This is an optimization exercise on Yosys and OpenROAD, whose aim is small area, not a production implementation.
Where RTL was checked, it was by simulation tests only, not by an equivalence proof against the original.
The clock port is modelled as an ideal driver; clocking choices that lean on that would not hold on a real chip.
Power and IR drop assume default switching activity.

==> trial 19 <==
==> flow/design.v <==
module VendingAlle (
    input wire clk,
    input wire reset,
    input wire boton_moneda,
    input wire boton_p1,
    input wire boton_p2,
    input wire boton_p3,
    input wire boton_p4,
    output reg [6:0] seg,
    output reg [1:0] an,
    output reg [3:0] motor
);
reg [10:0] cd;
reg [5:0]  k;
reg [4:0]  credit;
reg        coin_prev, coin_pend, coin_go;
reg [3:0]  prev;
reg        sel_v;
reg [1:0]  sel;
reg [4:0]  tmr;         
reg [1:0]  midx;
reg        b16_d2;      
wire [11:0] cdn = cd + 1'b1;
wire tick   = cdn[11];
wire [6:0] kn = k + tick;
wire cd0    = (cd == 11'd48);
wire cd1    = (cd == 11'd49);
wire b16    = (k >= 6'd47) | ((k == 6'd46) & (cd >= 11'd1584));
wire run    = (tmr != 5'd0);
wire coin_edge = boton_moneda & ~coin_prev;
wire [3:0] btn = {boton_p4, boton_p3, boton_p2, boton_p1};
wire [3:0] chg = btn ^ prev;
wire [3:0] first = chg & ~{chg[2:0] | {chg[1:0], 1'b0} | {chg[0], 2'b0}, 1'b0};
wire [3:0] pedge = first & btn;
wire       pe_any = |pedge;
wire [1:0] pe_idx = {pedge[3] | pedge[2], pedge[3] | pedge[1]};
wire consume = tick & sel_v & ~run;
wire ge1 = |credit;
wire ge4 = credit[4] | credit[3] | credit[2];
wire ge3 = ge4 | (credit[1] & credit[0]);
wire afford = sel[1] ? (sel[0] ? ge4 : ge3) : ge1;
wire buy = consume & btn[sel] & afford;
wire bought = cd1 & (tmr == 5'd25);
wire coin_add = cd1 & coin_go & (credit != 5'd19);
wire [4:0] delta = bought ? (midx[1] ? (midx[0] ? 5'b11100 : 5'b11101) : 5'b11111)
                          : {4'b0000, coin_add};
always @(posedge clk or posedge reset) begin
    if (reset) begin
        cd <= 11'd48;
        k <= 6'd14;
        credit <= 0;
        coin_prev <= 0;
        coin_pend <= 0;
        coin_go <= 0;
        prev <= 0;
        sel_v <= 0;
        tmr <= 0;
        an <= 2'b00;
        b16_d2 <= 0;
    end else begin
        cd <= cdn[10:0] | {5'b0, tick, tick, 4'b0};
        k <= kn[5:0] | {2'b0, kn[6], kn[6], kn[6], 1'b0};
        an <= b16 ? 2'b01 : 2'b10;
        b16_d2 <= an[0];
        coin_prev <= boton_moneda;
        if (tick) begin
            coin_pend <= coin_pend ? 1'b0 : coin_edge;
            coin_go <= coin_pend & boton_moneda;
        end else begin
            coin_pend <= coin_pend | coin_edge;
        end
        prev <= prev ^ first;
        if (pe_any)
            sel_v <= ~(consume & (pe_idx == sel));
        else if (consume)
            sel_v <= 1'b0;
        if (buy)
            tmr <= 5'd26;
        else if (cd0 & run)
            tmr <= tmr - 1'b1;
        credit <= credit + delta;
    end
end
always @(posedge clk) begin
    if (pe_any) sel <= pe_idx;
    if (buy) midx <= sel;
end
wire       alive = an[1] | an[0];
wire       u = credit[0];
wire [3:0] t = credit[4:1];
wire sa = b16_d2 | t[3] | t[1] | ~(t[2] ^ t[0]);
wire sb = b16_d2 ? ~u : (~t[2] | ~(t[1] ^ t[0]));
wire sc = b16_d2 | t[2] | ~t[1] | t[0];
wire sd = b16_d2 | t[3] | (~t[2] & ~t[0]) | (t[1] & ~t[0]) | (~t[2] & t[1]) | (t[2] & ~t[1] & t[0]);
wire se = b16_d2 ? ~u : ((~t[2] & ~t[0]) | (t[1] & ~t[0]));
wire sf = b16_d2 | t[3] | (~t[1] & ~t[0]) | (t[2] & ~t[1]) | (t[2] & ~t[0]);
wire sg = b16_d2 ? u : (t[3] | (t[2] ^ t[1]) | (t[1] & ~t[0]));
always @(*) begin
    seg = {sg, sf, se, sd, sc, sb, sa} & {7{alive}};
    motor = run ? (4'b0001 << midx) : 4'b0000;
end
endmodule
==> flow/flow/run.sh <==
#!/bin/bash
# Own layout flow: the standard flow (standard.sh) with two changes:
#  - synthesis maps the logic with an area-oriented ABC script (flow/abc_area.script)
#    instead of ORFS's speed script; registers are mapped exactly as in the standard synthesis;
#  - port buffers use the smallest buffer cell.
set -euo pipefail
W=$(pwd)
{
  echo 'proc abc {args} {'
  echo '  set i [lsearch $args -script]'
  echo "  if {\$i >= 0} { lset args [expr {\$i+1}] $W/flow/abc_area.script }"
  echo '  yosys abc {*}$args'
  echo '}'
  cat "$W/synth_recipe.tcl"
} > "$W/own_synth.tcl"
bash "$W/standard.sh" "SYNTH_SCRIPT=$W/own_synth.tcl" \
  "BUFFER_PORTS_ARGS=-buffer_cell sky130_fd_sc_hd__buf_1" finish > "$W/flow.log" 2>&1
==> flow/flow/abc_area.script <==
strash
&get -n
&st
&dch -f
&nf -a -R 1000
&put
topo
==> flow/standard.sh <==
#!/bin/bash
# synth_recipe.tcl (not shown) runs the flow's synth.tcl, then flattens the netlist and writes it again
# the make line also repeats each setting of config.mk as NAME=value (left out here)
make -C /OpenROAD-flow-scripts/flow DESIGN_CONFIG=/design/flow/config.mk WORK_HOME=/design/flow/orfs CLKGATE_MAP_FILE= SYNTH_SCRIPT=/design/flow/synth_recipe.tcl "${@:-finish}"
==> flow/config.mk <==
export PLATFORM = sky130hd
export DESIGN_NAME = VendingAlle
export DESIGN_NICKNAME = VendingAlle
export VERILOG_FILES = /design/flow/design.v
export SDC_FILE = /design/flow/constraint.sdc
export NUM_CORES = 4
export LEC_CHECK = 0
export CAP_MARGIN = 20
export CORE_MARGIN = 2
export CORE_UTILIZATION = 40
export SLEW_MARGIN = 20
==> flow/constraint.sdc <==
create_clock -name core_clock -period 10.0 [get_ports {clk}]
set_input_delay 2.0000 -clock core_clock [delete_from_list [all_inputs] [get_ports {clk}]]
set_output_delay 2.0000 -clock core_clock [all_outputs]
set_load 0.01 [all_outputs]
==> inputs of build 85, as changes to trial 19 <==
==> flow/design.v, changed modules only <==
module VendingAlle (
    input wire clk,
    input wire reset,
    input wire boton_moneda,
    input wire boton_p1,
    input wire boton_p2,
    input wire boton_p3,
    input wire boton_p4,
    output reg [6:0] seg,
    output reg [1:0] an,
    output reg [3:0] motor
);
reg [10:0] cd;
reg [5:0]  k;
reg [4:0]  credit;
reg        coin_prev, coin_pend, coin_go;
reg [3:0]  prev;
reg        sel_v;
reg [1:0]  sel;
reg [4:0]  tmr;         
reg [1:0]  midx;
reg        b16_d2;      
wire z49    = ~|cd[9:4];
wire tick   = z49 & ~cd[3] & ~cd[2] & ~cd[1] & ~cd[0];             
wire cd0    = z49 & ~cd[10] & ~cd[3] & ~cd[1] & ~cd[0];            
wire cd1    = z49 & ~cd[10] & ~cd[2] & ~cd[1] & cd[0];             
wire cd1536 = (cd == 11'b10010010001);                             
wire [6:0] kn = k + tick;
wire b16    = (k > 6'd46) | ((k == 6'd46) & (an[0] | cd1536));
wire run    = (tmr != 5'd0);
wire coin_edge = boton_moneda & ~coin_prev;
wire [3:0] btn = {boton_p4, boton_p3, boton_p2, boton_p1};
wire [3:0] chg = btn ^ prev;
wire [3:0] first = chg & ~{chg[2:0] | {chg[1:0], 1'b0} | {chg[0], 2'b0}, 1'b0};
wire [3:0] pedge = first & btn;
wire       pe_any = |pedge;
wire [1:0] pe_idx = {pedge[3] | pedge[2], pedge[3] | pedge[1]};
wire consume = tick & sel_v & ~run;
wire ge1 = |credit;
wire ge4 = credit[4] | credit[3] | credit[2];
wire ge3 = ge4 | (credit[1] & credit[0]);
wire afford = sel[1] ? (sel[0] ? ge4 : ge3) : ge1;
wire buy = consume & btn[sel] & afford;
wire bought = cd1 & (tmr == 5'd25);
wire coin_add = cd1 & coin_go & (credit != 5'd19);
wire [4:0] delta = bought ? (midx[1] ? (midx[0] ? 5'b11100 : 5'b11101) : 5'b11111)
                          : {4'b0000, coin_add};
always @(posedge clk or posedge reset) begin
    if (reset) begin
        cd <= 11'b00000000100;
        k <= 6'd14;
        credit <= 0;
        coin_prev <= 0;
        coin_pend <= 0;
        coin_go <= 0;
        prev <= 0;
        sel_v <= 0;
        tmr <= 0;
        an <= 2'b00;
        b16_d2 <= 0;
    end else begin
        cd <= {cd[9:0], ~(cd[10] ^ cd[8])} | {8'b0, tick, 2'b0};
        k <= kn[5:0] | {2'b0, kn[6], kn[6], kn[6], 1'b0};
        an <= b16 ? 2'b01 : 2'b10;
        b16_d2 <= an[0];
        coin_prev <= boton_moneda;
        if (tick) begin
            coin_pend <= coin_pend ? 1'b0 : coin_edge;
            coin_go <= coin_pend & boton_moneda;
        end else begin
            coin_pend <= coin_pend | coin_edge;
        end
        prev <= prev ^ first;
        if (pe_any)
            sel_v <= ~(consume & (pe_idx == sel));
        else if (consume)
            sel_v <= 1'b0;
        if (buy)
            tmr <= 5'd26;
        else if (cd0 & run)
            tmr <= tmr - 1'b1;
        credit <= credit + delta;
    end
end
always @(posedge clk) begin
    if (pe_any) sel <= pe_idx;
    if (buy) midx <= sel;
end
wire       alive = an[1] | an[0];
wire       u = credit[0];
wire [3:0] t = credit[4:1];
wire sa = b16_d2 | t[3] | t[1] | ~(t[2] ^ t[0]);
wire sb = b16_d2 ? ~u : (~t[2] | ~(t[1] ^ t[0]));
wire sc = b16_d2 | t[2] | ~t[1] | t[0];
wire sd = b16_d2 | t[3] | (~t[2] & ~t[0]) | (t[1] & ~t[0]) | (~t[2] & t[1]) | (t[2] & ~t[1] & t[0]);
wire se = b16_d2 ? ~u : ((~t[2] & ~t[0]) | (t[1] & ~t[0]));
wire sf = b16_d2 | t[3] | (~t[1] & ~t[0]) | (t[2] & ~t[1]) | (t[2] & ~t[0]);
wire sg = b16_d2 ? u : (t[3] | (t[2] ^ t[1]) | (t[1] & ~t[0]));
always @(*) begin
    seg = {sg, sf, se, sd, sc, sb, sa} & {7{alive}};
    motor = run ? (4'b0001 << midx) : 4'b0000;
end
endmodule
==> flow/flow/run.sh (replaced) <==
#!/bin/bash
# Own layout flow: the standard flow (standard.sh) with these changes:
#  - synthesis maps the logic with an area-oriented ABC script (flow/abc_area.script)
#    instead of ORFS's speed script; registers are mapped exactly as in the standard synthesis;
#  - port buffers use the smallest buffer cell;
#  - clock tree synthesis options (CTS_ARGS below).
# Each tool's output goes to flow.log in the work folder (ORFS's own logs stay under orfs/logs).
set -euo pipefail
W=$(pwd)
{
  echo 'proc abc {args} {'
  echo '  set i [lsearch $args -script]'
  echo "  if {\$i >= 0} { lset args [expr {\$i+1}] $W/flow/abc_area.script }"
  echo '  yosys abc {*}$args'
  echo '}'
  cat "$W/synth_recipe.tcl"
} > "$W/own_synth.tcl"
bash "$W/standard.sh" "SYNTH_SCRIPT=$W/own_synth.tcl" \
  "BUFFER_PORTS_ARGS=-buffer_cell sky130_fd_sc_hd__buf_1" \
  "CTS_ARGS=-repair_clock_nets -dont_use_dummy_load -buf_list sky130_fd_sc_hd__clkbuf_8" finish > "$W/flow.log" 2>&1
==> inputs of build 17, as changes to trial 19 <==
==> flow/design.v, changed modules only <==
module VendingAlle (
    input wire clk,
    input wire reset,
    input wire boton_moneda,
    input wire boton_p1,
    input wire boton_p2,
    input wire boton_p3,
    input wire boton_p4,
    output reg [6:0] seg,
    output reg [1:0] an,
    output reg [3:0] motor
);
reg [10:0] cds;       
reg [5:0]  ks;        
wire [10:0] cd = cds ^ 11'b00000000100;
wire [5:0]  k = ks ^ 6'b001110;
reg [4:0]  credit;
reg        coin_prev, coin_pend, coin_go;
reg        prev1, prev2, prev3, prev4;
reg        sel_v;
reg [1:0]  sel;
reg [4:0]  tmr;         
reg [1:0]  midx;
reg        b16_d2;      
wire z49    = ~|cd[9:4];
wire tick   = z49 & ~cd[3] & ~cd[2] & ~cd[1] & ~cd[0];             
wire cd0    = z49 & ~cd[10] & ~cd[3] & ~cd[1] & ~cd[0];            
wire cd1    = z49 & ~cd[10] & ~cd[2] & ~cd[1] & cd[0];             
wire cd1536 = (cd == 11'b10010010001);                             
wire [6:0] kn = k + tick;
wire b16    = (k > 6'd46) | ((k == 6'd46) & (an[0] | cd1536));
wire run    = (tmr != 5'd0);
wire coin_edge = boton_moneda & ~coin_prev;
wire [3:0] btn = {boton_p4, boton_p3, boton_p2, boton_p1};
wire [3:0] prev = {prev4, prev3, prev2, prev1};
wire [3:0] chg = btn ^ prev;
wire [3:0] later = {chg[2] | chg[1] | chg[0], chg[1] | chg[0], chg[0], 1'b0};
wire [3:0] pedge = btn & ~prev & ~later;
wire       pe_any = |pedge;
wire [1:0] pe_idx = {pedge[3] | pedge[2], pedge[3] | pedge[1]};
wire consume = tick & sel_v & ~run;
wire ge1 = |credit;
wire ge4 = credit[4] | credit[3] | credit[2];
wire ge3 = ge4 | (credit[1] & credit[0]);
wire afford = sel[1] ? (sel[0] ? ge4 : ge3) : ge1;
wire buy = consume & btn[sel] & afford;
wire bought = cd1 & (tmr == 5'd25);
wire coin_add = cd1 & coin_go & (credit != 5'd19);
wire [4:0] delta = bought ? (midx[1] ? (midx[0] ? 5'b11100 : 5'b11101) : 5'b11111)
                          : {4'b0000, coin_add};
always @(posedge clk or posedge reset) begin
    if (reset) begin
        cds <= 0;
        ks <= 0;
        credit <= 0;
        coin_prev <= 0;
        coin_pend <= 0;
        coin_go <= 0;
        prev1 <= 0;
        prev2 <= 0;
        prev3 <= 0;
        prev4 <= 0;
        sel_v <= 0;
        tmr <= 0;
        an <= 2'b00;
    end else begin
        cds <= ({cd[9:0], ~(cd[10] ^ cd[8])} | {8'b0, tick, 2'b0}) ^ 11'b00000000100;
        ks <= (kn[5:0] | {2'b0, kn[6], kn[6], kn[6], 1'b0}) ^ 6'b001110;
        an <= b16 ? 2'b01 : 2'b10;
        coin_prev <= boton_moneda;
        if (tick) begin
            coin_pend <= coin_pend ? 1'b0 : coin_edge;
            coin_go <= coin_pend & boton_moneda;
        end else begin
            coin_pend <= coin_pend | coin_edge;
        end
        prev1 <= boton_p1;
        if (~later[1]) prev2 <= boton_p2;
        if (~later[2]) prev3 <= boton_p3;
        if (~later[3]) prev4 <= boton_p4;
        if (pe_any)
            sel_v <= ~(consume & (pe_idx == sel));
        else if (consume)
            sel_v <= 1'b0;
        if (buy)
            tmr <= 5'd26;
        else if (cd0 & run)
            tmr <= tmr - 1'b1;
        credit <= credit + delta;
    end
end
always @(posedge clk) begin
    if (pe_any) sel <= pe_idx;
    if (buy) midx <= sel;
    b16_d2 <= an[0];
end
wire       alive = an[1] | an[0];
wire       u = credit[0];
wire [3:0] t = credit[4:1];
wire sa = b16_d2 | t[3] | t[1] | ~(t[2] ^ t[0]);
wire sb = b16_d2 ? ~u : (~t[2] | ~(t[1] ^ t[0]));
wire sc = b16_d2 | t[2] | ~t[1] | t[0];
wire sd = b16_d2 | t[3] | (~t[2] & ~t[0]) | (t[1] & ~t[0]) | (~t[2] & t[1]) | (t[2] & ~t[1] & t[0]);
wire se = b16_d2 ? ~u : ((~t[2] & ~t[0]) | (t[1] & ~t[0]));
wire sf = b16_d2 | t[3] | (~t[1] & ~t[0]) | (t[2] & ~t[1]) | (t[2] & ~t[0]);
wire sg = b16_d2 ? u : (t[3] | (t[2] ^ t[1]) | (t[1] & ~t[0]));
always @(*) begin
    seg = {sg, sf, se, sd, sc, sb, sa} & {7{alive}};
    motor = run ? (4'b0001 << midx) : 4'b0000;
end
endmodule
==> flow/flow/run.sh (replaced) <==
#!/bin/bash
# Own layout flow: the standard flow (standard.sh) with these changes:
#  - synthesis maps the logic with an area-oriented ABC script (flow/abc_area.script)
#    instead of ORFS's speed script; registers are mapped exactly as in the standard synthesis;
#  - no adder extraction before ABC (ADDER_MAP_FILE empty), so ABC maps all logic;
#  - port buffers use the smallest buffer cell;
#  - clock tree synthesis options (CTS_ARGS below);
#  - after CTS, flow/post_cts.tcl gives each clock buffer the smallest size that
#    keeps register clock-pin slews under 100 ps and timing met (when POSTCTS=1).
# Each tool's output goes to flow.log in the work folder (ORFS's own logs stay under orfs/logs).
set -euo pipefail
W=$(pwd)
{
  echo 'proc abc {args} {'
  echo '  set i [lsearch $args -script]'
  echo "  if {\$i >= 0} { lset args [expr {\$i+1}] $W/flow/abc_area.script }"
  echo '  yosys abc {*}$args'
  echo '}'
  cat "$W/synth_recipe.tcl"
} > "$W/own_synth.tcl"
bash "$W/standard.sh" "SYNTH_SCRIPT=$W/own_synth.tcl" "ADDER_MAP_FILE=" \
  "BUFFER_PORTS_ARGS=-buffer_cell sky130_fd_sc_hd__buf_1" \
  "CTS_ARGS=-sink_clustering_enable -repair_clock_nets -dont_use_dummy_load -buf_list sky130_fd_sc_hd__clkbuf_8" "POST_CTS_TCL=$W/flow/post_cts.tcl" finish > "$W/flow.log" 2>&1
==> flow/flow/abc_area.script (replaced) <==
strash
&get -n
&st
&deepsyn -T 30
&dch -x
&nf -a -p -R 1000
&put
topo
==> flow/flow/post_cts.tcl (new file) <==
proc my_clk_pin_max_slew {} {
  set mx 0
  foreach inst [get_cells *] {
    foreach p [get_pins -of_objects $inst -filter "direction==input"] {
      if {[get_property $p name] != "CLK"} continue
      set s [get_property $p slew_max]
      if {$s > $mx} { set mx $s }
    }
  }
  return $mx
}
proc my_timing_ok {} {
  return [expr {[sta::worst_slack_cmd max] > 1e-9 && [sta::worst_slack_cmd min] > 1e-10}]
}
set my_sizes {sky130_fd_sc_hd__clkbuf_1 sky130_fd_sc_hd__clkbuf_2 sky130_fd_sc_hd__clkbuf_4 sky130_fd_sc_hd__clkbuf_8 sky130_fd_sc_hd__clkbuf_16}
set my_db [ord::get_db]
estimate_parasitics -placement
puts "clock buffer sizing: before, worst clock pin slew [my_clk_pin_max_slew]"
foreach inst [[ord::get_db_block] getInsts] {
  if {![string match "clkbuf_*" [$inst getName]]} continue
  set orig [[$inst getMaster] getName]
  if {[lsearch $my_sizes $orig] < 0} continue
  foreach m $my_sizes {
    if {$m == $orig} break
    $inst swapMaster [$my_db findMaster $m]
    estimate_parasitics -placement
    if {[my_clk_pin_max_slew] < 0.100 && [my_timing_ok]} break
    $inst swapMaster [$my_db findMaster $orig]
  }
  puts "clock buffer sizing: [$inst getName] $orig -> [[$inst getMaster] getName]"
}
estimate_parasitics -placement
puts "clock buffer sizing: after, worst clock pin slew [my_clk_pin_max_slew]"
--- a/flow/config.mk
+++ b/flow/config.mk
@@ -7,5 +7,7 @@
 export LEC_CHECK = 0
 export CAP_MARGIN = 20
 export CORE_MARGIN = 2
-export CORE_UTILIZATION = 40
+export CORE_UTILIZATION = 60
+export GPL_TIMING_DRIVEN = 0
+export PLACE_DENSITY = 0.8
 export SLEW_MARGIN = 20
==> inputs of build 24, as changes to trial 19 <==
==> flow/design.v, changed modules only <==
module VendingAlle (
    input wire clk,
    input wire reset,
    input wire boton_moneda,
    input wire boton_p1,
    input wire boton_p2,
    input wire boton_p3,
    input wire boton_p4,
    output reg [6:0] seg,
    output reg [1:0] an,
    output reg [3:0] motor
);
reg [10:0] cds;       
reg [5:0]  ks;        
wire [10:0] cd = cds ^ 11'b00000000100;
wire [5:0]  k = ks ^ 6'b001110;
reg [4:0]  credit;
reg        coin_prev, coin_pend, coin_go;
reg        prev1, prev2, prev3, prev4;
reg        sel_v;
reg [1:0]  sel;
reg [4:0]  tmr;         
reg [1:0]  midx;
reg        b16_d2;      
wire z49    = ~|cd[9:4];
wire tick   = z49 & ~cd[3] & ~cd[2] & ~cd[1] & ~cd[0];             
wire cd0    = z49 & ~cd[10] & ~cd[3] & ~cd[1] & ~cd[0];            
wire cd1    = z49 & ~cd[10] & ~cd[2] & ~cd[1] & cd[0];             
wire cd1536 = (cd == 11'b10010010001);                             
wire [6:0] kn = k + tick;
wire b16    = (k > 6'd46) | ((k == 6'd46) & (an[0] | cd1536));
wire run    = (tmr != 5'd0);
wire coin_edge = boton_moneda & ~coin_prev;
wire [3:0] btn = {boton_p4, boton_p3, boton_p2, boton_p1};
wire [3:0] prev = {prev4, prev3, prev2, prev1};
wire [3:0] chg = btn ^ prev;
wire [3:0] later = {chg[2] | chg[1] | chg[0], chg[1] | chg[0], chg[0], 1'b0};
wire [3:0] pedge = btn & ~prev & ~later;
wire       pe_any = |pedge;
wire [1:0] pe_idx = {pedge[3] | pedge[2], pedge[3] | pedge[1]};
wire consume = tick & sel_v & ~run;
wire ge1 = |credit;
wire ge4 = credit[4] | credit[3] | credit[2];
wire ge3 = ge4 | (credit[1] & credit[0]);
wire afford = sel[1] ? (sel[0] ? ge4 : ge3) : ge1;
wire buy = consume & btn[sel] & afford;
wire bought = cd1 & (tmr == 5'd25);
wire coin_add = cd1 & coin_go & (credit != 5'd19);
wire [4:0] delta = bought ? (midx[1] ? (midx[0] ? 5'b11100 : 5'b11101) : 5'b11111)
                          : {4'b0000, coin_add};
always @(posedge clk or posedge reset) begin
    if (reset) begin
        cds <= 0;
        ks <= 0;
        credit <= 0;
        coin_prev <= 0;
        coin_pend <= 0;
        coin_go <= 0;
        prev1 <= 0;
        prev2 <= 0;
        prev3 <= 0;
        prev4 <= 0;
        sel_v <= 0;
        tmr <= 0;
        an <= 2'b00;
    end else begin
        cds <= ({cd[9:0], ~(cd[10] ^ cd[8])} | {8'b0, tick, 2'b0}) ^ 11'b00000000100;
        ks <= (kn[5:0] | {2'b0, kn[6], kn[6], kn[6], 1'b0}) ^ 6'b001110;
        an <= b16 ? 2'b01 : 2'b10;
        coin_prev <= boton_moneda;
        if (tick) begin
            coin_pend <= coin_pend ? 1'b0 : coin_edge;
            coin_go <= coin_pend & boton_moneda;
        end else begin
            coin_pend <= coin_pend | coin_edge;
        end
        prev1 <= boton_p1;
        if (~later[1]) prev2 <= boton_p2;
        if (~later[2]) prev3 <= boton_p3;
        if (~later[3]) prev4 <= boton_p4;
        if (pe_any)
            sel_v <= ~(consume & (pe_idx == sel));
        else if (consume)
            sel_v <= 1'b0;
        if (buy)
            tmr <= 5'd26;
        else if (cd0 & run)
            tmr <= tmr - 1'b1;
        credit <= credit + delta;
    end
end
always @(posedge clk) begin
    if (pe_any) sel <= pe_idx;
    if (buy) midx <= sel;
    b16_d2 <= an[0];
end
wire       alive = an[1] | an[0];
wire       u = credit[0];
wire [3:0] t = credit[4:1];
wire sa = b16_d2 | t[3] | t[1] | ~(t[2] ^ t[0]);
wire sb = b16_d2 ? ~u : (~t[2] | ~(t[1] ^ t[0]));
wire sc = b16_d2 | t[2] | ~t[1] | t[0];
wire sd = b16_d2 | t[3] | (~t[2] & ~t[0]) | (t[1] & ~t[0]) | (~t[2] & t[1]) | (t[2] & ~t[1] & t[0]);
wire se = b16_d2 ? ~u : ((~t[2] & ~t[0]) | (t[1] & ~t[0]));
wire sf = b16_d2 | t[3] | (~t[1] & ~t[0]) | (t[2] & ~t[1]) | (t[2] & ~t[0]);
wire sg = b16_d2 ? u : (t[3] | (t[2] ^ t[1]) | (t[1] & ~t[0]));
always @(*) begin
    seg = {sg, sf, se, sd, sc, sb, sa} & {7{alive}};
    motor = run ? (4'b0001 << midx) : 4'b0000;
end
endmodule
==> flow/flow/run.sh (replaced) <==
#!/bin/bash
# Own layout flow: the standard flow (standard.sh) with these changes:
#  - synthesis maps the logic with an area-oriented ABC script (flow/abc_area.script)
#    instead of ORFS's speed script; registers are mapped exactly as in the standard synthesis;
#  - no adder extraction before ABC (ADDER_MAP_FILE empty), so ABC maps all logic;
#  - port buffers use the smallest buffer cell;
#  - clock tree synthesis options (CTS_ARGS below).
# Each tool's output goes to flow.log in the work folder (ORFS's own logs stay under orfs/logs).
set -euo pipefail
W=$(pwd)
{
  echo 'proc abc {args} {'
  echo '  set i [lsearch $args -script]'
  echo "  if {\$i >= 0} { lset args [expr {\$i+1}] $W/flow/abc_area.script }"
  echo '  yosys abc {*}$args'
  echo '}'
  cat "$W/synth_recipe.tcl"
} > "$W/own_synth.tcl"
bash "$W/standard.sh" "SYNTH_SCRIPT=$W/own_synth.tcl" "ADDER_MAP_FILE=" \
  "BUFFER_PORTS_ARGS=-buffer_cell sky130_fd_sc_hd__buf_1" \
  "CTS_ARGS=-sink_clustering_enable -repair_clock_nets -dont_use_dummy_load -buf_list sky130_fd_sc_hd__clkbuf_8" finish > "$W/flow.log" 2>&1
==> flow/flow/abc_area.script (replaced) <==
strash
&get -n
&st
&deepsyn -T 30
&dch -f
&nf -a -R 1000
&put
topo
==> run notes <==
                                                                         build 17        trial 19        build 85        build 24
Status                                                             finished clean  finished clean  finished clean  finished clean
Setup slack after placement                                               5.80 ns         6.37 ns         6.29 ns         5.87 ns
Total Die Area                                                        0.00352 mm²     0.00610 mm²     0.00565 mm²     0.00518 mm²
Power dissipated in the clock network                                     81.0 µW          133 µW         96.5 µW         95.5 µW
Initial cell density of the core                                            61.6%           42.2%           42.1%           41.9%
Fraction of post-synthesis cell area in the top cell type by area           50.5%           37.6%           42.0%           50.1%
Hold buffers post-CTS                                                           -               0               0               0
Power consumption                                                          285 µW          383 µW          349 µW          301 µW
Power dissipated in sequential cells                                       184 µW          201 µW          202 µW          183 µW
Clock-cell share                                                            2.62%           4.40%           3.05%           3.33%
Instance count on the critical path                                             9               5               5               8
Power density cells                                                    142 mW/mm²      155 mW/mm²      155 mW/mm²      145 mW/mm²
Portion of total power attributed to combinational logic                     7.2%           12.6%           14.4%            7.2%
Xor and xnor area share after synthesis                                     6.68%           10.4%           6.92%           7.10%
No functional check of the RTL was part of build 85.

separate check: timing with driven ports:
Ports are ideal in the flow. The routed layouts listed here were re-timed in OpenROAD.
Step 1, drivers: a clkbuf_16 drives clk and a buf_2 each remaining input, both assumed.
Step 2 adds t to the input delays and takes it off the output delays; t is the mean of the earliest and latest rising clock arrival at the registers after step 1. Input paths then give back, and output paths get back, about the clock's delay inside the block.
Three values: no drivers, after step 1, after step 2; two values: the first two.
run	t, ns	setup slack, ns	latest minus earliest clock arrival (ns)
trial 19	0.321	5.993 / 5.966 / 6.287	0.007 / 0.007
build 85	0.310	6.047 / 6.022 / 6.292	0.015 / 0.015
build 17	0.538	5.808 / 5.787 / 5.752	0.024 / 0.024
build 24	0.308	6.117 / 6.091 / 5.868	0.012 / 0.011
After both steps setup and hold are still met in every run listed. The setup slack of build 24, which loses most, moves by -0.026 ns with the drivers and by -0.249 ns with both steps.
